What follows belongs to an exercise in optimizing a design on an open flow for small area; a production flow would make more cautious choices.
Function was checked by simulation only, so behaviour that the tests miss may differ from the original.
No activity file was given, so power comes from the tool's default toggle rates. No driver is modelled on the clock port, so clocking that relies on it looks cheaper here than on a real chip.

$ cat flow/constraint.sdc
create_clock -name core_clock -period 10.0 [get_ports {clk}]
set_input_delay 2.0000 -clock core_clock [delete_from_list [all_inputs] [get_ports {clk}]]
set_output_delay 2.0000 -clock core_clock [all_outputs]
set_load 0.01 [all_outputs]
$ cat flow/run.sh
#!/bin/bash
# synth_recipe.tcl (not shown) runs the flow's synth.tcl, then flattens the netlist and writes it again
# the make line also repeats each setting of config.mk as NAME=value (left out here)
make -C /OpenROAD-flow-scripts/flow DESIGN_CONFIG=/design/flow/config.mk WORK_HOME=/design/flow/orfs CLKGATE_MAP_FILE= SYNTH_SCRIPT=/design/flow/synth_recipe.tcl finish
$ cat flow/design.v
module fifo_cell_upd (
  input  logic q,
  input  logic we,
  input  logic we_n,
  input  logic d,
  output logic y
);
  assign y = ~((q | we) & (d | we_n));
endmodule
module fifo_sel3 (
  input  logic [2:0] q,
  input  logic [2:0] s,
  output logic       y_n
);
  assign y_n = ~|(q & s);
endmodule
module fifo_sel1 (
  input  logic q,
  input  logic s,
  output logic y_n
);
  assign y_n = ~(q & s);
endmodule
module reg_upd (
  input  logic q,
  input  logic we,
  input  logic we_n,
  input  logic d,
  output logic y
);
  assign y = (q | we) & (d | we_n);
endmodule
module event_monitor_top (
  input  logic        clk,
  input  logic        rst_n,
  input  logic [7:0]  probe_id,
  input  logic [31:0] probe_data,
  input  logic        bus_wr,
  input  logic        bus_rd,
  input  logic [7:0]  bus_addr,
  input  logic [31:0] bus_wdata,
  output logic [31:0] bus_rdata
);
  logic a_ctrl, a_tval, a_tmask, a_stat, a_ed, a_eid, a_ehi, a_ts;
  assign a_ctrl  = (bus_addr == 8'h00);
  assign a_tval  = (bus_addr == 8'h04);
  assign a_tmask = (bus_addr == 8'h08);
  assign a_stat  = (bus_addr == 8'h0C);
  assign a_ed    = (bus_addr == 8'h10);
  assign a_eid   = (bus_addr == 8'h14);
  assign a_ehi   = (bus_addr == 8'h18);
  assign a_ts    = (bus_addr == 8'h1C);
  logic [31:0] control_q, trig_value_q, trig_mask_q;
  logic [31:0] control_d, trig_value_d, trig_mask_d;
  logic        c_wr, v_wr, m_wr;
  logic [2:0]  rwe, rwe_n;
  assign rwe   = {bus_wr & a_tmask, bus_wr & a_tval, bus_wr & a_ctrl};
  assign rwe_n = ~rwe;
  for (genvar b = 0; b < 32; b++) begin : g_reg
    reg_upd u_c (.q(control_q[b]),    .we(rwe[0]), .we_n(rwe_n[0]), .d(bus_wdata[b]), .y(control_d[b]));
    reg_upd u_v (.q(trig_value_q[b]), .we(rwe[1]), .we_n(rwe_n[1]), .d(bus_wdata[b]), .y(trig_value_d[b]));
    reg_upd u_m (.q(trig_mask_q[b]),  .we(rwe[2]), .we_n(rwe_n[2]), .d(bus_wdata[b]), .y(trig_mask_d[b]));
  end
  always_ff @(posedge clk) begin
    control_q    <= control_d;
    trig_value_q <= trig_value_d;
    trig_mask_q  <= trig_mask_d;
  end
  always_ff @(posedge clk or negedge rst_n) begin
    if (!rst_n) begin
      c_wr <= 1'b0;
      v_wr <= 1'b0;
      m_wr <= 1'b0;
    end else begin
      c_wr <= c_wr | rwe[0];
      v_wr <= v_wr | rwe[1];
      m_wr <= m_wr | rwe[2];
    end
  end
  logic en, arm, mode, clear_sticky;
  assign en   = c_wr & control_q[0];
  assign arm  = c_wr & control_q[1];
  assign mode = c_wr & control_q[2];
  assign clear_sticky = bus_wr & a_ctrl & bus_wdata[3];
  logic [31:0] ts;
  always_ff @(posedge clk or negedge rst_n) begin
    if (!rst_n)               ts <= '0;
    else if (bus_wr & a_ts)   ts <= bus_wdata;
    else if (en)              ts <= ts + 32'd1;
  end
  logic m_zero, prev_zero, hit, capture, lvl_hit;
  assign m_zero  = ~m_wr | ((probe_data & trig_mask_q) == 32'd0);
  assign lvl_hit = ~m_wr | (v_wr ? (((probe_data ^ trig_value_q) & trig_mask_q) == 32'd0)
                                 : ((probe_data & trig_mask_q) == 32'd0));
  assign hit = mode ? (prev_zero & ~m_zero) : lvl_hit;
  assign capture = en & arm & hit;
  always_ff @(posedge clk or negedge rst_n) begin
    if (!rst_n) prev_zero <= 1'b1;
    else        prev_zero <= m_zero;
  end
  logic        push_pending;
  logic [71:0] pending;
  always_ff @(posedge clk) pending <= {ts, probe_id, probe_data};
  logic [3:0]  wptr, rptr;
  logic [4:0]  count;
  logic        empty, full, pop, push, ovf_d, lpv;
  logic        trig_sticky, ovf_sticky;
  assign empty = (count == 5'd0);
  assign full  = count[4];
  assign pop   = bus_rd & a_ehi & ~empty;
  assign push  = push_pending & (~full | pop);
  always_ff @(posedge clk or negedge rst_n) begin
    if (!rst_n) begin
      push_pending <= 1'b0;
      wptr  <= '0;
      rptr  <= '0;
      count <= '0;
      ovf_d <= 1'b0;
      lpv   <= 1'b0;
      trig_sticky <= 1'b0;
      ovf_sticky  <= 1'b0;
    end else begin
      push_pending <= capture;
      ovf_d <= push_pending & full & ~pop;
      lpv   <= pop;
      if (push) wptr <= wptr + 4'd1;
      if (pop)  rptr <= rptr + 4'd1;
      if (push & ~pop) count <= count + 5'd1;
      else if (pop & ~push) count <= count - 5'd1;
      if (clear_sticky) begin
        trig_sticky <= 1'b0;
        ovf_sticky  <= 1'b0;
      end else begin
        if (capture) trig_sticky <= 1'b1;
        if (ovf_d)   ovf_sticky  <= 1'b1;
      end
    end
  end
  logic [15:0] we, we_n, rs, ph;
  logic [71:0] mem   [0:15];
  logic [71:0] mem_d [0:15];
  always_comb
    for (int e = 0; e < 16; e++) begin
      we[e] = push & (wptr == e[3:0]);
      rs[e] = (rptr == e[3:0]);
    end
  assign we_n = ~we;
  for (genvar e = 0; e < 16; e++) begin : g_ent
    for (genvar b = 0; b < 72; b++) begin : g_bit
      fifo_cell_upd u_upd (.q(mem[e][b]), .we(we[e]), .we_n(we_n[e]), .d(pending[b]), .y(mem_d[e][b]));
    end
  end
  always_ff @(posedge clk) begin
    for (int e = 0; e < 16; e++) mem[e] <= mem_d[e];
    ph <= we | ~ph;
  end
  logic [71:0] grp_n [0:5];
  for (genvar b = 0; b < 72; b++) begin : g_rd
    for (genvar g = 0; g < 5; g++) begin : g_grp
      fifo_sel3 u_sel (.q({mem[3*g+2][b], mem[3*g+1][b], mem[3*g][b]}),
                       .s(rs[3*g+2:3*g]), .y_n(grp_n[g][b]));
    end
    fifo_sel1 u_sel15 (.q(mem[15][b]), .s(rs[15]), .y_n(grp_n[5][b]));
  end
  logic [71:0] head;
  logic        head_ph;
  assign head_ph = |(ph & rs);
  assign head = ~(grp_n[0] & grp_n[1] & grp_n[2] & grp_n[3] & grp_n[4] & grp_n[5])
                ^ {72{head_ph}};
  logic [71:0] last_head, shown;
  always_ff @(posedge clk) last_head <= head;
  assign shown = lpv ? last_head : head;
  always_comb begin
    bus_rdata = 32'd0;
    if (a_ctrl & c_wr)  bus_rdata = bus_rdata | control_q;
    if (a_tval & v_wr)  bus_rdata = bus_rdata | trig_value_q;
    if (a_tmask & m_wr) bus_rdata = bus_rdata | trig_mask_q;
    if (a_stat)  bus_rdata = bus_rdata | {14'd0, ovf_sticky, trig_sticky, 3'd0, count, 6'd0, full, empty};
    if (a_ed & ~empty)  bus_rdata = bus_rdata | shown[31:0];
    if (a_eid & ~empty) bus_rdata = bus_rdata | shown[63:32];
    if (a_ehi & ~empty) bus_rdata = bus_rdata | {24'd0, shown[71:64]};
    if (a_ts)    bus_rdata = bus_rdata | ts;
  end
endmodule
$ cat flow/config.mk
export PLATFORM = sky130hd
export DESIGN_NAME = event_monitor_top
export DESIGN_NICKNAME = event_monitor_top
export VERILOG_FILES = /design/flow/design.v
export SDC_FILE = /design/flow/constraint.sdc
export NUM_CORES = 4
export LEC_CHECK = 0
export CAP_MARGIN = 20
export CORE_MARGIN = 2
export CORE_UTILIZATION = 65
export CTS_CLUSTER_DIAMETER = 100
export CTS_CLUSTER_SIZE = 25
export SLEW_MARGIN = 20
export SYNTH_HIERARCHICAL = 1
export SYNTH_MINIMUM_KEEP_SIZE = 0
==> results of run 1 <==
-- logic make-up (layout without fill, tap and decap cells) --
| family | after synthesis | after routing |
|---|---|---|
| AND/OR/NAND/NOR | 532 | 532 |
| adder cells (fa/ha/maj) | 14 | 14 |
| XOR/XNOR | 147 | 147 |
| multiplexers | 39 | 39 |
| buffers and inverters | 95 | 307 |
| flip-flops | 1462 | 1462 |
| AO/OA/AOI/OAI | 1852 | 1852 |
| other | 0 | 11 |
-- layer usage --
metal  global-route usage, %  vias up  part of all wire, %
met5                       0        -                0.030
met4                    27.4       10                  7.1
met3                    15.5      848                   17
met2                    65.3     3957                   40
met1                    63.9    20900                   36
li1                        -    17800                    -
-- worst min path at each step --
stage                 from          end  slack [ns]
floorplan            ts[2]  pending[42]        0.35
global placement    ph[10]       ph[10]        0.36
detailed placement  ph[13]       ph[13]        0.37
CTS                 ph[13]       ph[13]        0.39
global route        ph[10]       ph[10]        0.40
finish              ph[13]       ph[13]        0.39
-- registers in the layout (all words and copies together), names as in the netlist --
| name | flops |
|---|---|
| lpv | 1 |
| c_wr | 1 |
| rptr | 4 |
| control_q | 32 |
| last_head | 72 |
| wptr | 4 |
| v_wr | 1 |
| m_wr | 1 |
| trig_value_q | 32 |
| ovf_sticky | 1 |
| trig_mask_q | 32 |
| mem | 1152 |
| ph | 16 |
| push_pending | 1 |
| trig_sticky | 1 |
| ts | 32 |
| count | 5 |
| ovf_d | 1 |
| prev_zero | 1 |
| pending | 72 |
-- stage by stage --
stage | hold WS [ns] | setup slack (ns) | util, %
floorplan | 0.346 | 2.38 | -
global placement | 0.364 | 2.39 | 69.8
detailed placement | 0.369 | 2.41 | 69.8
CTS | 0.390 | 2.41 | 72.3
global route | 0.399 | 2.20 | 72.3
finish | 0.390 | 2.27 | 72.3
-- modules after synthesis, one instance, submodules excluded --
module / area [µm²] / cells inside
fifo_sel3: 10.0 / 1
event_monitor_top: 36200 / 2461
reg_upd: 8.76 / 1
fifo_sel1: 3.75 / 1
fifo_cell_upd: 6.26 / 1
-- where the power goes --
group          internal [µW]  switching, µW
Combinational            177            170
Sequential              5930            306
Clock                   1300           1810
-- cell usage after synthesis, drive strengths merged, types with 3 or more instances --
cell,instances
a222oi,391
nor3,13
and2,17
inv,33
mux2i,31
nor2,53
o21ai,81
nor2b,9
a22oi,51
nor3b,3
ha,13
clkbuf,41
buf,21
a22o,9
nand2b,3
nand2,225
o311ai,3
a32oi,4
o211ai,16
xnor2,75
nand3,87
xor2,72
a21oi,5
o2bb2ai,7
mux2,6
o22ai,1159
and3,17
nand4,42
dfxtp,1408
dfrtp,53
nor4,4
and4,57
a221oi,19
o22a,96
-- layout make-up --
type / count / area (µm²) / share of cell area, %
timing repair buffer: 188 / 1700 / 3.21
inverter: 33 / 166 / 0.315
sequential: 1462 / 29500 / 55.9
clock inverter: 2 / 25.0 / 0.0473
tap: 959 / 1200 / 2.27
antenna: 11 / 27.5 / 0.0521
multi-input combinational: 2584 / 18400 / 34.8
clock buffer: 84 / 1830 / 3.45
-- cells in the final DEF (no fill, tap or decap), drive strengths merged, types with 5 or more instances in the layout --
cell,count
a221oi,19
nor3,13
ha,13
dfxtp,1408
a21oi,5
inv,33
xor2,72
clkdlybuf4s50,112
and3,17
buf,76
o22a,96
dfrtp,53
diode,11
and2,17
o2bb2ai,7
a22oi,51
nor2,53
mux2i,31
nand4,42
xnor2,75
mux2,6
o211ai,16
nand3,87
nor2b,9
and4,57
a222oi,391
o21ai,81
clkbuf,84
o22ai,1159
nand2,225
a22o,9
-- worst register-to-register path: cells and delay by family (launching register included) --
kind | cells | cell delay [ns]
simple gates | 2 | 1.57
compound gates | 1 | 0.25
flops | 1 | 0.51
buf+inv | 2 | 1.90
==> run summary, run 1 <==
syn_nets=4239; clock root cell=clkbuf_16; WP data required=8.00 ns; wire length of the first global-routing pass=about 270 mm; vias per inst=~8.2; largest family of logic cells by synthesized area=compound AO/OA/AOI/OAI gates; total wire length=between 150 and 200 mm; drt pass-1 iters=26; Post-Synth Adder-Cell Area=less than 1%; post_cts resized=0; Synth cell types=60; Synth area leaders=dfxtp_1 (59%), o22ai_1 (15%), a222oi_1 (8.1%); Synth Warn #=11; Setup Skew=~0.032 ns; Fmax achieved=roughly 130 MHz; run status=complete, no violations; area leader, netlist=dfxtp_1; RSZ-0062 raised after global routing=no; Syn Inst Count=4141; Fillers=between 5000 and 6000; Synth top area share=between 50 and 60%; die height=276 µm; post-synthesis sequential area ratio=around three fifths; setup tns final=0 ns; CTS Sinks=about 1500; clk slew on worst S/H paths=around 0.090 ns; Crit. Startpoint=bus_addr[2]; Hold Path Depth=1; Max Cap Viol=0; worst reg2reg path startpoint=wptr[3]; DP Cell Count=5226; slowest CP cell=and2_1; normalized max-slew margin=10.7%; Worst Path Arrival=5.73 ns; vias=43500; Final GP Congestion=between 1 and 1.5; peak supply drop=~0.16 mV; nets@finish=4435; CP peak stage delay=just under 0.9 ns; Tightest Pin Transition=between 1 and 1.5 ns; R2R Setup Slk=~5.6 ns; leakage=0.0187 µW; most used cell, CP=o21ai_0; post-synthesis share of cell area spent on xor and xnor gates=slightly above 3%; asr flop ratio synth=3.69%; row count=99; Worst-Skew Late Latency=approximately 0.66 ns; # IOs=116; initial antenna violation count=18; top_reg_cell synth=dfxtp_1; critical path's top delay family=simple AND/OR/NAND/NOR gates; setup violators final=0; complex-gate fraction of the synthesized area=between 20% and 30%; Final HPWL DP=about 100 mm; Final min period=between 7 and 8 ns; # hold bufs at CTS=0; CP Max Fanout=slightly below 60; final worst path period share=77.3%; Die ar.=roughly 0.076 mm²; CP Class=in -> out; initial core utilization=between 60% and 70%; number of global-route vias before repair=40300; clk buf depth=3; Hold Path Class=reg -> reg; total power divided by cell area=approximately 180 mW/mm²; DRC Markers=0; number of buffers created by CTS=68; PortBufs=around 120; die extent in x=around 280 µm; CORE AREA=around 0.073 mm²; CTS tree=built; placed cell area=around 0.05 mm²; depth of the worst register-to-register path=5; gr ovfl total=0; post-synthesis mux area share=less than 1%; Cell Area, Synth=about 0.048 mm²; layout cells sized above 1=between 5 and 6%; CP startpoint kind=input pin; total setup buffers inserted after CTS=0; critical path, cell by cell=buf_2 -> buf_4 -> nor2b_1 -> and2_1 -> a2bb2oi_1 -> o21ai_0 -> a22oi_1 -> o21ai_0 -> clkdlybuf4s50_1; Area Growth Syn to Fin=9.88%; WL/cell=approximately 35 µm; Crit Reg-Reg Endpoint=mem[9][57]; CP bufs+invs=3; largest net degree at the start of global routing=between 70 and 80; Avg Synthesized Cell Area=around 12 µm²; post-route cell area=between 0.05 and 0.06 mm²; Hold Vio Cnt, Final=0; Slew Limit Fails=0; antenna-violating nets left=0; Pwr Total=about 9700 µW; Finished Layout Cells=around 5300; register bit total from synthesis=about 1500; Post-Synth Simple-Gate Area=approximately 5.6%; Initial DRC Count=8634; GRT Total Usage=about 47%; H-Tree Depth=3; WP depth=9; Post-synth EDFFs=0; Worst Setup EP=bus_rdata[2]; crit end category=output pin
==> run 2, diff against run 1 <==
--- a/flow/design.v
+++ b/flow/design.v
@@ -1,3 +1,11 @@
+module fifo_cell3 (
+  input  logic a, sa,
+  input  logic b, sb,
+  input  logic c, sc,
+  output logic y
+);
+  assign y = ~((a & sa) | (b & sb) | (c & sc));
+endmodule
 module fifo_cell_upd (
   input  logic q,
   input  logic we,
@@ -6,20 +14,6 @@
   output logic y
 );
   assign y = ~((q | we) & (d | we_n));
-endmodule
-module fifo_sel3 (
-  input  logic [2:0] q,
-  input  logic [2:0] s,
-  output logic       y_n
-);
-  assign y_n = ~|(q & s);
-endmodule
-module fifo_sel1 (
-  input  logic q,
-  input  logic s,
-  output logic y_n
-);
-  assign y_n = ~(q & s);
 endmodule
 module reg_upd (
   input  logic q,
@@ -101,7 +95,6 @@
   logic        push_pending;
   logic [71:0] pending;
   always_ff @(posedge clk) pending <= {ts, probe_id, probe_data};
-  logic [3:0]  wptr, rptr;
   logic [4:0]  count;
   logic        empty, full, pop, push, ovf_d, lpv;
   logic        trig_sticky, ovf_sticky;
@@ -112,8 +105,6 @@
   always_ff @(posedge clk or negedge rst_n) begin
     if (!rst_n) begin
       push_pending <= 1'b0;
-      wptr  <= '0;
-      rptr  <= '0;
       count <= '0;
       ovf_d <= 1'b0;
       lpv   <= 1'b0;
@@ -123,8 +114,6 @@
       push_pending <= capture;
       ovf_d <= push_pending & full & ~pop;
       lpv   <= pop;
-      if (push) wptr <= wptr + 4'd1;
-      if (pop)  rptr <= rptr + 4'd1;
       if (push & ~pop) count <= count + 5'd1;
       else if (pop & ~push) count <= count - 5'd1;
       if (clear_sticky) begin
@@ -136,37 +125,33 @@
       end
     end
   end
-  logic [15:0] we, we_n, rs, ph;
+  logic [4:0]  wpos;
+  logic [15:0] we, sh, hd, ph;
   logic [71:0] mem   [0:15];
   logic [71:0] mem_d [0:15];
+  assign wpos = pop ? count - 5'd1 : count;
   always_comb
     for (int e = 0; e < 16; e++) begin
-      we[e] = push & (wptr == e[3:0]);
-      rs[e] = (rptr == e[3:0]);
+      we[e] = push & (wpos == e[4:0]);
+      sh[e] = pop & ~we[e];
+      hd[e] = ~pop & ~we[e];
     end
-  assign we_n = ~we;
-  for (genvar e = 0; e < 16; e++) begin : g_ent
+  for (genvar e = 0; e < 15; e++) begin : g_ent
     for (genvar b = 0; b < 72; b++) begin : g_bit
-      fifo_cell_upd u_upd (.q(mem[e][b]), .we(we[e]), .we_n(we_n[e]), .d(pending[b]), .y(mem_d[e][b]));
+      fifo_cell3 u_upd (.a(mem[e+1][b]), .sa(sh[e]), .b(pending[b]), .sb(we[e]),
+                        .c(mem[e][b]), .sc(hd[e]), .y(mem_d[e][b]));
     end
+  end
+  for (genvar b = 0; b < 72; b++) begin : g_last
+    fifo_cell_upd u_upd (.q(mem[15][b]), .we(we[15]), .we_n(~we[15]), .d(pending[b]), .y(mem_d[15][b]));
   end
   always_ff @(posedge clk) begin
     for (int e = 0; e < 16; e++) mem[e] <= mem_d[e];
-    ph <= we | ~ph;
-  end
-  logic [71:0] grp_n [0:5];
-  for (genvar b = 0; b < 72; b++) begin : g_rd
-    for (genvar g = 0; g < 5; g++) begin : g_grp
-      fifo_sel3 u_sel (.q({mem[3*g+2][b], mem[3*g+1][b], mem[3*g][b]}),
-                       .s(rs[3*g+2:3*g]), .y_n(grp_n[g][b]));
-    end
-    fifo_sel1 u_sel15 (.q(mem[15][b]), .s(rs[15]), .y_n(grp_n[5][b]));
+    for (int e = 0; e < 15; e++) ph[e] <= we[e] | (sh[e] ? ~ph[e+1] : ~ph[e]);
+    ph[15] <= we[15] | ~ph[15];
   end
   logic [71:0] head;
-  logic        head_ph;
-  assign head_ph = |(ph & rs);
-  assign head = ~(grp_n[0] & grp_n[1] & grp_n[2] & grp_n[3] & grp_n[4] & grp_n[5])
-                ^ {72{head_ph}};
+  assign head = mem[0] ^ {72{ph[0]}};
   logic [71:0] last_head, shown;
   always_ff @(posedge clk) last_head <= head;
   assign shown = lpv ? last_head : head;
==> flow/flow/run.sh (new file) <==
#!/bin/bash
# Layout flow: the standard flow (standard.sh, unchanged synthesis), with
# two changes to how the layout is built:
#  - clock tree synthesis without dummy loads, clustering 25 sinks per leaf
#    buffer within 100 um;
#  - every input and output port still gets a buffer, but the smallest one
#    (buf_1) instead of the flow's default choice.
# All make/tool output goes to flow_standard.log in this folder; ORFS also
# keeps each step's own log under orfs/logs/.
set -euo pipefail
export CTS_ARGS="-sink_clustering_enable -repair_clock_nets -sink_clustering_size 25 -sink_clustering_max_diameter 100 -dont_use_dummy_load"
export BUFFER_PORTS_ARGS="-buffer_cell sky130_fd_sc_hd__buf_1"
bash standard.sh > flow_standard.log 2>&1
==> flow/standard.sh (new file) <==
#!/bin/bash
# synth_recipe.tcl (not shown) runs the flow's synth.tcl, then flattens the netlist and writes it again
# the make line also repeats each setting of config.mk as NAME=value (left out here)
make -C /OpenROAD-flow-scripts/flow DESIGN_CONFIG=/design/flow/config.mk WORK_HOME=/design/flow/orfs CLKGATE_MAP_FILE= SYNTH_SCRIPT=/design/flow/synth_recipe.tcl "${@:-finish}"
--- a/flow/config.mk
+++ b/flow/config.mk
@@ -7,7 +7,7 @@
 export LEC_CHECK = 0
 export CAP_MARGIN = 20
 export CORE_MARGIN = 2
-export CORE_UTILIZATION = 65
+export CORE_UTILIZATION = 45
 export CTS_CLUSTER_DIAMETER = 100
 export CTS_CLUSTER_SIZE = 25
 export SLEW_MARGIN = 20
removed: flow/run.sh
==> run summary, run 2 <==
run status=complete, no violations; Setup Skew=0.0659 ns; clk slew on worst S/H paths=~0.070 ns; layout cells sized above 1=between 6 and 7%; register bit total from synthesis=1454; Hold Path Class=reg -> reg; number of buffers created by CTS=68; Worst Path Arrival=5.43 ns; worst setup margin=between 2 and 3 ns; WL/cell=32.8 µm; Worst-Skew Late Latency=~0.68 ns; Die ar.=0.107 mm²; Synth cell types=64; biggest regs=mem: 1152 flops, last_head: 72 flops, pending: 72 flops; syn_nets=3589; vias per inst=approximately 7.6; row count=118; Fmax achieved=between 100 and 150 MHz; Post-synth top cells=dfxtp_1 (1408), a222oi_1 (1090), nand2_1 (126); Syn Inst Count=between 3000 and 4000; H-Tree Depth=3; GRT Total Usage=around 30%; # hold bufs at CTS=0; final worst path period share=74.3%; post_cts resized=0; nets@finish=~3800; Initial DRC Count=9107; RSZ-0062 raised after global routing=no; setup violators final=0; most common cell in the netlist=dfxtp_1; largest net degree at the start of global routing=between 70 and 80; asr flop ratio synth=roughly 3.2%; max reg flops=~1200; commonest cells after routing, fill and taps aside=dfxtp_1 (1407), a222oi_1 (1090), nand2_1 (125), xor2_1 (116), buf_1 (114); Final HPWL DP=roughly 100 mm; total power divided by cell area=between 150 and 200 mW/mm²; setup tns final=0 ns; top_reg_cell synth=dfxtp_1; die extent in x=about 330 µm; Post-synth EDFFs=0; CP Max Fanout=31; PortBufs=115; Synth area leaders=dfxtp_1 (60%), a222oi_1 (23%), dfrtp_1 (2.4%); Slew Limit Fails=0; clock root cell=clkbuf_16; Synth Warn #=10; WP data required=approximately 8 ns; gr ovfl total=0; # IOs=about 120; antenna-violating nets left=0; clk buf depth=3; peak supply drop=approximately 0.14 mV; CP Class=in -> out; most common cell after layout, fill and taps aside=dfxtp_1; Area Growth Syn to Fin=10.1%; Hold Vio Cnt, Final=0; vias=between 30000 and 40000; Tightest Pin Transition=~1.2 ns; CP bufs+invs=4; leakage=around 0.019 µW; Final min period=7.43 ns; Cell Area, Synth=0.0468 mm²; Max Cap Viol=0; total setup buffers inserted after CTS=0; critical path, cell by cell=buf_1 -> inv_1 -> nor2_1 -> and3_1 -> buf_4 -> a222oi_1 -> o2111ai_1 -> buf_1; critical path's top delay family=buffers and inverters; area leader, netlist=dfxtp_1; number of global-route vias before repair=~36000; CTS tree=built; most used cell, CP=buf_1; slowest CP cell=buf_1; die height=roughly 330 µm; placed cell area=roughly 0.05 mm²; crit end category=output pin; CORE AREA=between 0.1 and 0.15 mm²; Fillers=roughly 9300; normalized max-slew margin=between 10% and 20%; post-route cell area=between 0.05 and 0.06 mm²; Post-Place Worst Slack=roughly 2.8 ns; CTS Sinks=1454; initial core utilization=~45%; drt pass-1 iters=14; CP peak stage delay=~0.8 ns; DRC Markers=0; Synth top area share=roughly 60%; total wire length=~170 mm; wire length of the first global-routing pass=roughly 250 mm; post-synthesis sequential area ratio=between 60% and 70%; initial antenna violation count=17; Avg Synthesized Cell Area=around 13 µm²; CP startpoint kind=input pin; Final GP Congestion=about 1.0; Most flops, register=mem
-- run 2: cell types whose count changed in the layout (fill, tap and decap cells not counted), moves of 28 or more --
cell,change
o22ai_1,-1085
a222oi_1,+699
buf_1,+114
clkdlybuf4s50_1,-112
nand2_1,-100
and4_1,-54
nand3_1,-51
xor2_1,+44
xnor2_1,-36
nor2_4,+35
o21ai_0,-28
-- run 2: final timing paths --
check / end / depth (start not counted) / from / slack [ns]
min reg2reg: ph[15] / 1 / ph[15] / 0.41
max in group asynchronous: count[0] / 2 / rst_n / 7.94
min in group asynchronous: ts[15] / 2 / rst_n / 1.50
min: ph[15] / 1 / ph[15] / 0.41
max reg2reg: mem[7][31] / 11 / count[0] / 4.34
max: bus_rdata[1] / 8 / bus_addr[2] / 2.57
-- run 2: logic make-up after synthesis --
family | count (synthesis) | synth area share [%]
XOR/XNOR | 140 | 2.62
adder cells (fa/ha/maj) | 4 | 0.107
flip-flops | 1454 | 62.7
buffers and inverters | 79 | 0.730
AND/OR/NAND/NOR | 300 | 3.04
AO/OA/AOI/OAI | 1493 | 30.0
multiplexers | 31 | 0.797
-- run 2: final cells by class --
cell class	instances	area (µm²)	share of cell area, %
Timing Repair Buffer	202	1170	2.27
Clock buffer	68	1700	3.30
Tap cell	1380	1730	3.35
Sequential cell	1454	29300	57.0
Antenna cell	4	10.0	0.0194
Inverter	21	81.3	0.158
Multi-Input combinational cell	1968	17500	33.9
-- run 2: Yosys stat by module, one instance, submodules excluded --
module | cell area (µm²) | flip-flops and latches | times used | cells
event_monitor_top | 34700 | 1454 | 1 | 2253
fifo_cell3 | 10.0 | 0 | 1080 | 1
reg_upd | 8.76 | 0 | 96 | 1
fifo_cell_upd | 6.26 | 0 | 72 | 1
-- run 2: per-stage QoR --
step	instances	hold slack [ns]	util [%]	power (µW)
floorplan	3501	0.367	-	6870
global placement	5019	0.385	48.1	7140
detailed placement	5019	0.392	48.1	7150
CTS	5087	0.411	49.7	10100
global route	5096	0.439	49.8	10400
finish	5097	0.407	49.8	10100
-- run 2: routing by layer --
metal	up-vias	global-route usage, %	part of all wire [%]
li1	16300	-	-
met1	19900	43.1	43
met2	2147	45.3	43
met3	302	6.04	11
met4	14	9.94	3.5
met5	-	0	0.050
-- run 2: power by group --
group          leakage [µW]  switching (µW)  internal (µW)
Combinational       0.00460             244            252
Sequential           0.0131             417           6130
Clock              0.000838            1790           1230
==> run 3, diff against run 2 <==
--- a/flow/config.mk
+++ b/flow/config.mk
@@ -7,7 +7,7 @@
 export LEC_CHECK = 0
 export CAP_MARGIN = 20
 export CORE_MARGIN = 2
-export CORE_UTILIZATION = 45
+export CORE_UTILIZATION = 55
 export CTS_CLUSTER_DIAMETER = 100
 export CTS_CLUSTER_SIZE = 25
 export SLEW_MARGIN = 20
==> run summary, run 3 <==
Crit Reg-Reg Endpoint=mem[7][6]; clock root cell=clkbuf_16; critical path's top delay family=simple AND/OR/NAND/NOR gates; Setup Skew=a little under 0.06 ns; Synth cell types=between 60 and 70; depth of the worst register-to-register path=12; Syn Inst Count=3501; Worst Setup EP=bus_rdata[0]; setup violators final=0; number of buffers created by CTS=68; Cell Area, Synth=0.0468 mm²; total setup buffers inserted after CTS=0; Hold Path Class=reg -> reg; PortBufs=115; Die ar.=0.0874 mm²; top_reg_cell synth=dfxtp_1; # hold bufs at CTS=0; CP Class=in -> out; max reg flops=roughly 1200; WP depth=8; commonest cells after routing, fill and taps aside=dfxtp_1 (1407), a222oi_1 (1090), nand2_1 (125), xor2_1 (116), buf_1 (114); layout cells sized above 1=6.08%; Area Growth Syn to Fin=9.28%; normalized max-slew margin=between 10 and 15%; # IOs=approximately 120; asr flop ratio synth=between 3 and 4%; most common cell in the netlist=dfxtp_1; crit end category=output pin; total wire length=around 170 mm; Worst-Skew Late Latency=0.64 ns; vias=approximately 39000; biggest regs=mem: 1152 flops, last_head: 72 flops, pending: 72 flops; post-synthesis sequential area ratio=~63%; Initial DRC Count=between 10000 and 15000; syn_nets=between 3000 and 4000; antenna-violating nets left=0; Fmax achieved=~140 MHz; Crit. Startpoint=bus_addr[0]; final worst path period share=between 70% and 80%; Most flops, register=mem; post_cts resized=0; Final HPWL DP=between 100 and 150 mm; DRC Markers=0; vias per inst=about 8.1; Worst Path Arrival=5.27 ns; Post-synth top cells=dfxtp_1 (1408), a222oi_1 (1090), nand2_1 (126); CP peak stage delay=0.87 ns; die height=slightly below 300 µm; WL/cell=between 30 and 40 µm; drt pass-1 iters=15; gr ovfl total=0; Synth area leaders=dfxtp_1 (60%), a222oi_1 (23%), dfrtp_1 (2.4%); Final GP Congestion=about 0.96; worst reg2reg path startpoint=count[0]; Max Cap Viol=0; CTS Sinks=approximately 1500; RSZ-0062 raised after global routing=no; total power divided by cell area=between 150 and 200 mW/mm²; CP startpoint kind=input pin; Avg Synthesized Cell Area=between 10 and 15 µm²; Synth Warn #=10; Tightest Pin Transition=about 1.3 ns; initial core utilization=approximately 56%; Hold Vio Cnt, Final=0; critical path, cell by cell=buf_1 -> or4_4 -> nor4b_4 -> nand2_1 -> o22ai_1 -> a211oi_1 -> nand2_1 -> buf_1; leakage=approximately 0.018 µW; setup tns final=0 ns; die extent in x=between 200 and 300 µm; GRT Total Usage=between 30% and 40%; Pwr Total=10100 µW; row count=around 110; number of global-route vias before repair=about 37000; slowest CP cell=nor4b_4; H-Tree Depth=3; Post-synth EDFFs=0; run status=complete, no violations; WP data required=8.00 ns; CORE AREA=~0.084 mm²; largest net degree at the start of global routing=75; Final min period=around 7.3 ns; Synth top area share=around 60%; CP Max Fanout=13; peak supply drop=~0.17 mV; clk slew on worst S/H paths=approximately 0.090 ns; nets@finish=approximately 3800; area leader, netlist=dfxtp_1; CP bufs+invs=2; wire length of the first global-routing pass=249 mm; Slew Limit Fails=0; hold path start=ph[15]; register bit total from synthesis=1454; R2R Setup Slk=about 3.9 ns; clk buf depth=3; initial antenna violation count=22; CTS tree=built; most common cell after layout, fill and taps aside=dfxtp_1
==> run 3: cell counts after synthesis <==
No cell type changed its count.
==> run 3: per-module statistics from Yosys, one instance, submodules excluded <==
module | flops+latches | copies in the design
fifo_cell3 | 0 | 1080
reg_upd | 0 | 96
fifo_cell_upd | 0 | 72
event_monitor_top | 1454 | 1
==> run 3: how the worst min path moves through the flow <==
stage / cells after the start / end
floorplan: 0 / pending[59]
global placement: 1 / ph[15]
detailed placement: 1 / ph[15]
CTS: 1 / ph[15]
global route: 1 / ph[15]
finish: 1 / ph[15]
==> run 3: where the power goes <==
part           leakage [µW]  internal, µW  switching [µW]
Sequential           0.0131          6130             472
Combinational       0.00452           252             234
Clock              0.000838          1230            1780
Total                0.0184          7610            2480
==> run 3: logic make-up (layout without fill, tap and decap cells) <==
| family | after synthesis | count (layout) | synth area share, % |
|---|---|---|---|
| AO/OA/AOI/OAI | 1493 | 1493 | 30.0 |
| XOR/XNOR | 140 | 140 | 2.62 |
| buffers and inverters | 79 | 277 | 0.730 |
| other | 0 | 9 | 0 |
| adder cells (fa/ha/maj) | 4 | 4 | 0.107 |
| multiplexers | 31 | 31 | 0.797 |
| AND/OR/NAND/NOR | 300 | 300 | 3.04 |
| flip-flops | 1454 | 1454 | 62.7 |
==> run 3: per-layer routing <==
| metal | part of all wire [%] | GRT usage, % | routed length [µm] | vias up |
|---|---|---|---|---|
| li1 | - | - | - | 16300 |
| met2 | 43 | 55.9 | 73600 | 2799 |
| met1 | 40 | 53.3 | 68500 | 19800 |
| met3 | 13 | 9.23 | 22400 | 324 |
| met5 | 0.047 | 0 | 80 | - |
| met4 | 3.4 | 13.1 | 5720 | 14 |
==> run 3: final cells by class <==
type / count / area [µm²]
antenna: 9 / 22.5
clock buffer: 68 / 1700
fill: 6717 / 32800
inverter: 21 / 80.1
multi-input combinational: 1968 / 17500
sequential: 1454 / 29300
tap: 1134 / 1420
timing repair buffer: 188 / 1050
==> run 3: stage by stage <==
step | util (%) | setup WS, ns | instances | hold WS (ns) | instance area (µm²)
floorplan | - | 1.35 | 3501 | 0.367 | 46800
global placement | 58.7 | 2.93 | 4761 | 0.380 | 49300
detailed placement | 58.7 | 2.85 | 4762 | 0.386 | 49300
CTS | 60.8 | 2.85 | 4830 | 0.415 | 51000
global route | 60.9 | 2.59 | 4841 | 0.438 | 51100
finish | 60.9 | 2.73 | 4842 | 0.417 | 51100
==> run 3: worst register-to-register path, cell delays in order (launching register included) <==
cell,delay [ns]
dfrtp_1,0.64
inv_1,0.21
ha_1,0.38
nor4b_4,0.22
nand4b_1,0.75
nor3_4,0.52
nand4_1,0.49
a21oi_4,0.34
buf_4,0.39
buf_4,0.76
nor2_4,0.36
buf_4,0.47
a222oi_1,0.46
==> run 4, diff against run 3 <==
--- a/flow/design.v
+++ b/flow/design.v
@@ -132,7 +132,7 @@
   assign wpos = pop ? count - 5'd1 : count;
   always_comb
     for (int e = 0; e < 16; e++) begin
-      we[e] = push & (wpos == e[4:0]);
+      we[e] = (e[4:0] >= wpos);
       sh[e] = pop & ~we[e];
       hd[e] = ~pop & ~we[e];
     end
==> flow/flow/run.sh (replaced) <==
#!/bin/bash
# Layout flow: the standard flow (standard.sh, unchanged synthesis), with
# two changes to how the layout is built:
#  - clock tree synthesis without dummy loads, clustering 28 sinks per leaf
#    buffer within 100 um;
#  - every input and output port still gets a buffer, but the smallest one
#    (buf_1) instead of the flow's default choice.
# All make/tool output goes to flow_standard.log in this folder; ORFS also
# keeps each step's own log under orfs/logs/.
set -euo pipefail
export CTS_ARGS="-sink_clustering_enable -repair_clock_nets -sink_clustering_size 28 -sink_clustering_max_diameter 100 -dont_use_dummy_load"
export BUFFER_PORTS_ARGS="-buffer_cell sky130_fd_sc_hd__buf_1"
bash standard.sh > flow_standard.log 2>&1
--- a/flow/config.mk
+++ b/flow/config.mk
@@ -7,9 +7,9 @@
 export LEC_CHECK = 0
 export CAP_MARGIN = 20
 export CORE_MARGIN = 2
-export CORE_UTILIZATION = 55
+export CORE_UTILIZATION = 60
 export CTS_CLUSTER_DIAMETER = 100
-export CTS_CLUSTER_SIZE = 25
+export CTS_CLUSTER_SIZE = 28
 export SLEW_MARGIN = 20
 export SYNTH_HIERARCHICAL = 1
 export SYNTH_MINIMUM_KEEP_SIZE = 0
==> run summary, run 4 <==
run status=complete, no violations; Hold Path Class=reg -> reg; initial core utilization=60.4%; H-Tree Depth=2; Post-synth top cells=dfxtp_1 (1408), a222oi_1 (1089), xor2_1 (120); Finished Layout Cells=4749; clock root cell=clkbuf_16; Initial DRC Count=between 10000 and 15000; Avg Synthesized Cell Area=13.3 µm²; Synth cell types=64; area leader, netlist=dfxtp_1; total power divided by cell area=between 200 and 250 mW/mm²; setup tns final=0 ns; Synth area leaders=dfxtp_1 (60%), a222oi_1 (23%), dfrtp_1 (2.4%); CTS tree=built; gr ovfl total=0; setup violators final=0; DP Cell Count=around 4700; Synth top area share=60.4%; PortBufs=approximately 120; clk slew on worst S/H paths=around 0.11 ns; die height=around 280 µm; total wire length=about 180 mm; most common cell after layout, fill and taps aside=dfxtp_1; critical path, cell by cell=buf_1 -> nor4_2 -> buf_4 -> and3_1 -> buf_4 -> nand2_1 -> o21ai_0 -> a221oi_1 -> o211ai_1 -> buf_1; CP startpoint kind=input pin; post-synthesis sequential area ratio=~63%; Hold Vio Cnt, Final=0; CP Class=in -> out; Post-synth EDFFs=0; area of the multi-input gates=roughly 0.017 mm²; Tightest Pin Transition=1.17 ns; crit end category=output pin; slowest CP cell=and3_1; WP data required=8.00 ns; wire length of the first global-routing pass=253 mm; Synth Warn #=10; Setup Skew=around 0.050 ns; number of global-route vias before repair=37600; register bit total from synthesis=around 1500; final worst path period share=slightly above 70%; Max Cap Viol=0; Area Growth Syn to Fin=8.75%; Final GP Congestion=about 0.95; # IOs=approximately 120; Worst Path Arrival=about 5.2 ns; clk buf depth=3; peak supply drop=approximately 0.18 mV; max reg flops=1152; RSZ-0062 raised after global routing=no; syn_nets=around 3600; Cell Area, Synth=0.0466 mm²; Die ar.=0.0800 mm²; number of buffers created by CTS=between 50 and 60; most common cell in the netlist=dfxtp_1; WL/cell=37.0 µm; asr flop ratio synth=3.16%; normalized max-slew margin=between 20% and 30%; CP peak stage delay=between 0.7 and 0.8 ns; CTS Sinks=roughly 1500; leakage=approximately 0.023 µW; die extent in x=283 µm; biggest regs=mem: 1152 flops, last_head: 72 flops, pending: 72 flops; Fillers=roughly 5800; Final min period=a little over 7 ns; Syn Inst Count=roughly 3500; drt pass-1 iters=22; Fmax achieved=approximately 140 MHz; CORE AREA=0.0772 mm²; total setup buffers inserted after CTS=0; GRT Total Usage=between 40% and 50%; antenna-violating nets left=0; vias=approximately 40000; initial antenna violation count=24; layout cells sized above 1=5.69%; DRC Markers=0; CP Max Fanout=17; top_reg_cell synth=dfxtp_1; # hold bufs at CTS=0; row count=102; commonest cells after routing, fill and taps aside=dfxtp_1 (1407), a222oi_1 (1089), xor2_1 (120), buf_1 (114), o22a_1 (96); nets@finish=about 3800; Register Area=roughly 0.029 mm²; Most flops, register=mem; post_cts resized=0; vias per inst=between 8 and 9; largest net degree at the start of global routing=78; Final HPWL DP=between 100 and 150 mm; Worst-Skew Late Latency=between 0.6 and 0.7 ns; Slew Limit Fails=0
==> run 4: changes by cell type after synthesis, moves of 16 or more <==
cell	before	now
mux2i_1	26	62
o22ai_1	74	90
nor2_1	69	109
a21oi_1	17	70
o21ai_0	41	3
nand2_1	126	82
buf_2	27	10
==> run 4: critical path: cells and delay by family <==
kind	cells	cell delay, ns
and+or+nand+nor	3	1.52
buffers and inverters	4	1.17
AOI/OAI and AO/OA	3	0.47
==> run 4: cell families after synthesis <==
family,share of synthesized area (%)
adder cells (fa/ha/maj),0.107
AO/OA/AOI/OAI,29.2
AND/OR/NAND/NOR,2.99
multiplexers,1.40
XOR/XNOR,2.74
flip-flops,62.9
buffers and inverters,0.655
==> run 4: path summary, 6_finish.rpt <==
check	start	endpoint	slack, ns	depth (start not counted)
min in group asynchronous	rst_n	lpv	1.46	2
hold reg to reg	ph[15]	ph[15]	0.42	1
max in group asynchronous	rst_n	ts[6]	7.95	2
setup reg to reg	count[0]	mem[7][42]	3.86	10
setup / recovery	bus_addr[5]	bus_rdata[6]	2.82	10
hold / removal	ph[15]	ph[15]	0.42	1
==> run 4: through the flow <==
step | utilization, % | hold slack, ns | power (µW) | instance area [µm²] | setup WS [ns]
2_1_floorplan | - | 0.358 | 7930 | 46600 | 0.492
3_3_place_gp | 63.6 | 0.369 | 8450 | 49100 | 2.76
3_5_place_dp | 63.7 | 0.392 | 8540 | 49200 | 2.79
4_1_cts | 65.5 | 0.417 | 11200 | 50600 | 3.13
5_1_grt | 65.7 | 0.432 | 11600 | 50700 | 2.85
6_report | 65.7 | 0.424 | 11200 | 50700 | 2.82
==> run 4: per-module statistics from Yosys (local to each module, per instance) <==
module             cells  flip-flops and latches  copies in the design  area [µm²]
fifo_cell3             1                       0                  1080        10.0
fifo_cell_upd          1                       0                    72        6.26
event_monitor_top   2248                    1454                     1       34500
reg_upd                1                       0                    96        8.76
==> run 4: metal layers <==
layer	share of wire [%]	up-vias	wire length, µm	global-route usage (%)
met5	0.035	-	61	0
met4	6.0	8	10600	24.4
met3	13	471	23600	10.5
met2	44	3230	78100	64.5
met1	36	20100	63400	54.6
li1	-	16200	-	-
==> run 4: area by class of cell <==
| type | instances | area share [%] |
|---|---|---|
| antenna | 20 | 0.0987 |
| sequential | 1454 | 57.8 |
| timing repair buffer | 195 | 2.22 |
| inverter | 14 | 0.116 |
| clock buffer | 57 | 2.81 |
| tap | 1040 | 2.57 |
| multi-input combinational | 1969 | 34.3 |
==> run 4: power by group <==
group	leakage, µW	switching, µW	internal (µW)
logic	0.00963	634	490
clock network	0.000703	1720	1020
registers	0.0122	735	6640
==> run 5, diff against run 4 <==
--- a/flow/config.mk
+++ b/flow/config.mk
@@ -10,6 +10,7 @@
 export CORE_UTILIZATION = 60
 export CTS_CLUSTER_DIAMETER = 100
 export CTS_CLUSTER_SIZE = 28
+export PLACE_DENSITY = 0.75
 export SLEW_MARGIN = 20
 export SYNTH_HIERARCHICAL = 1
 export SYNTH_MINIMUM_KEEP_SIZE = 0
==> run summary, run 5 <==
Post-Synth Adder-Cell Area=less than 1%; top_reg_cell synth=dfxtp_1; Synth Warn #=10; largest family of logic cells by synthesized area=compound AO/OA/AOI/OAI gates; Post-synth top cells=dfxtp_1 (1408), a222oi_1 (1089), xor2_1 (120); Setup Skew=about 0.062 ns; asr flop ratio synth=under 10%; # IOs=~120; vias per inst=approximately 8.2; Synth cell types=64; slowest CP cell=or4b_4; clock root cell=clkbuf_16; Hold Path Class=reg -> reg; Post-Synth Simple-Gate Area=roughly 3%; Worst-Skew Late Latency=a little under 0.7 ns; largest net degree at the start of global routing=between 80 and 90; total wire length=about 160 mm; Final HPWL DP=slightly above 100 mm; complex-gate fraction of the synthesized area=approximately 29%; Cell Area, Synth=between 0.04 and 0.05 mm²; Most flops, register=mem; Synth top area share=between 60% and 70%; post-synthesis share of cell area spent on xor and xnor gates=2.74%; CORE AREA=0.0772 mm²; CTS tree=built; area leader, netlist=dfxtp_1; antenna-violating nets left=0; # hold bufs at CTS=0; Final GP Congestion=0.963; CP Max Fanout=22; number of buffers created by CTS=57; Die ar.=about 0.080 mm²; critical path, cell by cell=buf_1 -> or4b_4 -> nor2_1 -> nand2_1 -> buf_4 -> o22ai_1 -> a221oi_1 -> nand2_1 -> buf_1; RSZ-0062 raised after global routing=no; PortBufs=115; final worst path period share=between 60% and 70%; Final Util=between 60% and 70%; DP Cell Count=roughly 4700; clk buf depth=3; total power divided by cell area=roughly 220 mW/mm²; Syn Inst Count=around 3500; setup violators final=0; Tightest Pin Transition=between 1 and 1.5 ns; crit end category=output pin; die extent in x=283 µm; layout cells sized above 1=under 10%; initial core utilization=60.4%; Synth area leaders=dfxtp_1 (60%), a222oi_1 (23%), dfrtp_1 (2.4%); Post-synth EDFFs=0; H-Tree Depth=2; syn_nets=about 3600; leakage=0.0224 µW; die height=~280 µm; number of global-route vias before repair=roughly 37000; register bit total from synthesis=around 1500; Avg Synthesized Cell Area=13.3 µm²; commonest cells after routing, fill and taps aside=dfxtp_1 (1407), a222oi_1 (1089), xor2_1 (120), buf_1 (114), o22a_1 (96); biggest regs=mem: 1152 flops, last_head: 72 flops, pending: 72 flops; post_cts resized=0; Final min period=roughly 6.6 ns; post-synthesis sequential area ratio=between 60% and 70%; Max Cap Viol=0; most common cell after layout, fill and taps aside=dfxtp_1; CP peak stage delay=roughly 0.63 ns; Slew Limit Fails=0; WL/cell=33.2 µm; Area Growth Syn to Fin=8.42%; wire length of the first global-routing pass=approximately 230 mm; normalized max-slew margin=a little under a quarter; GRT Total Usage=between 30% and 40%; drt pass-1 iters=23; CTS Sinks=1454; worst setup margin=about 3.4 ns; vias=39000; Register Area=between 0.02 and 0.03 mm²; peak supply drop=0.175 mV; Finished Layout Cells=between 4000 and 5000; post-route cell area=between 0.05 and 0.06 mm²; row count=slightly above 100; WP data required=8.00 ns; initial antenna violation count=23; Initial DRC Count=9500; placed cell area=approximately 0.049 mm²; CP Class=in -> out; Fmax achieved=between 150 and 200 MHz; run status=complete, no violations; Post-Place Worst Slack=about 3.4 ns; Hold Path Depth=1; Fillers=just under 6000; post-synthesis mux area share=under 10%; area of the multi-input gates=approximately 0.017 mm²; Hold Vio Cnt, Final=0; gr ovfl total=0; nets@finish=between 3000 and 4000; total setup buffers inserted after CTS=0; depth of the worst register-to-register path=14; CP startpoint kind=input pin; max reg flops=about 1200; most common cell in the netlist=dfxtp_1; setup tns final=0 ns; DRC Markers=0; clk slew on worst S/H paths=between 0.1 and 0.15 ns; Worst Path Arrival=roughly 4.6 ns
## run 5: cells by family (layout without fill, tap and decap cells)
logic type,Yosys count,after routing
buffers and inverters,73,256
other,0,16
multiplexers,65,65
XOR/XNOR,144,144
AND/OR/NAND/NOR,289,289
flip-flops,1454,1454
AO/OA/AOI/OAI,1467,1467
adder cells (fa/ha/maj),4,4
## run 5: critical path, delay by kind of cell
family | cells | cell delay, ns
buf+inv | 3 | 0.81
compound gates | 2 | 0.34
simple gates | 4 | 1.40
## run 5: path summary, 6_finish.rpt
path	from	endpoint	slack, ns
setup / recovery	bus_addr[5]	bus_rdata[23]	3.44
hold reg to reg	ph[15]	ph[15]	0.40
min in group asynchronous	rst_n	ts[27]	1.47
setup reg to reg	count[0]	mem[0][17]	4.11
max in group asynchronous	rst_n	lpv	7.98
hold / removal	ph[15]	ph[15]	0.40
## run 5: power breakdown
group          internal (µW)  leakage (µW)  switching [µW]
Combinational            484       0.00955             575
Clock                   1020      0.000703            1700
Sequential              6640        0.0122             759
Total                   8150        0.0224            3030
## run 5: metal layers
| metal | share of wire (%) | vias to the layer above | global-route usage (%) |
|---|---|---|---|
| li1 | - | 16200 | - |
| met1 | 36 | 19600 | 47.3 |
| met2 | 47 | 2667 | 60.5 |
| met3 | 11 | 475 | 7.91 |
| met4 | 6.0 | 12 | 21.3 |
| met5 | 0.053 | - | 0 |
## run 5: per-stage QoR
| step | hold slack [ns] | power, µW |
|---|---|---|
| 2_1_floorplan | 0.358 | 7930 |
| 3_3_place_gp | 0.368 | 8430 |
| 3_5_place_dp | 0.372 | 8520 |
| 4_1_cts | 0.397 | 11100 |
| 5_1_grt | 0.426 | 11500 |
| 6_report | 0.402 | 11200 |
## run 5: cell type report
cell class,instances,area share (%)
diodes,16,0.0792
multi-input cells,1969,34.4
inverters,14,0.124
repair buffers,185,1.96
clock buffers,57,2.82
flip-flops and latches,1454,58.0
well taps,1040,2.57
## run 5: per-module statistics from Yosys, one instance, submodules excluded
module	cells inside	times used	flops+latches
reg_upd	1	96	0
fifo_cell3	1	1080	0
event_monitor_top	2248	1	1454
fifo_cell_upd	1	72	0

## what the ideal ports hide
How much do the figures lean on ideal ports? The routed layouts below were timed once more, with nothing changed but the port constraints. Step 1, drivers: a clkbuf_16 drives clk and a buf_2 each remaining input, both assumed. Step 2 times the ports against the registers' clock, not the clock port: input delays grow and output delays shrink by t, the midpoint of the rising clock arrivals with the driver on. a / b / c = ideal ports / drivers / drivers and shift; a / b = the first two.
run	t (ns)	slack for setup (ns)	slew at the worst register clock pin (ns)	worst slew at a driven data input, ns	pins driven straight from the clock port
run 1	0.714	2.272 / 2.249 / 2.249	0.11 / 0.11	0.13	1
run 2	0.725	2.568 / 2.537 / 2.537	0.11 / 0.11	0.17	1
run 3	0.693	2.728 / 2.698 / 2.698	0.10 / 0.10	0.17	1
run 4	0.732	2.817 / 2.792 / 2.776	0.12 / 0.12	0.21	1
run 5	0.722	3.438 / 3.411 / 3.191	0.11 / 0.11	0.21	1
After both steps setup and hold are still met in every run listed. For run 5, which loses most, drivers alone change the setup slack by -0.027 ns; drivers and shift together by -0.247 ns.
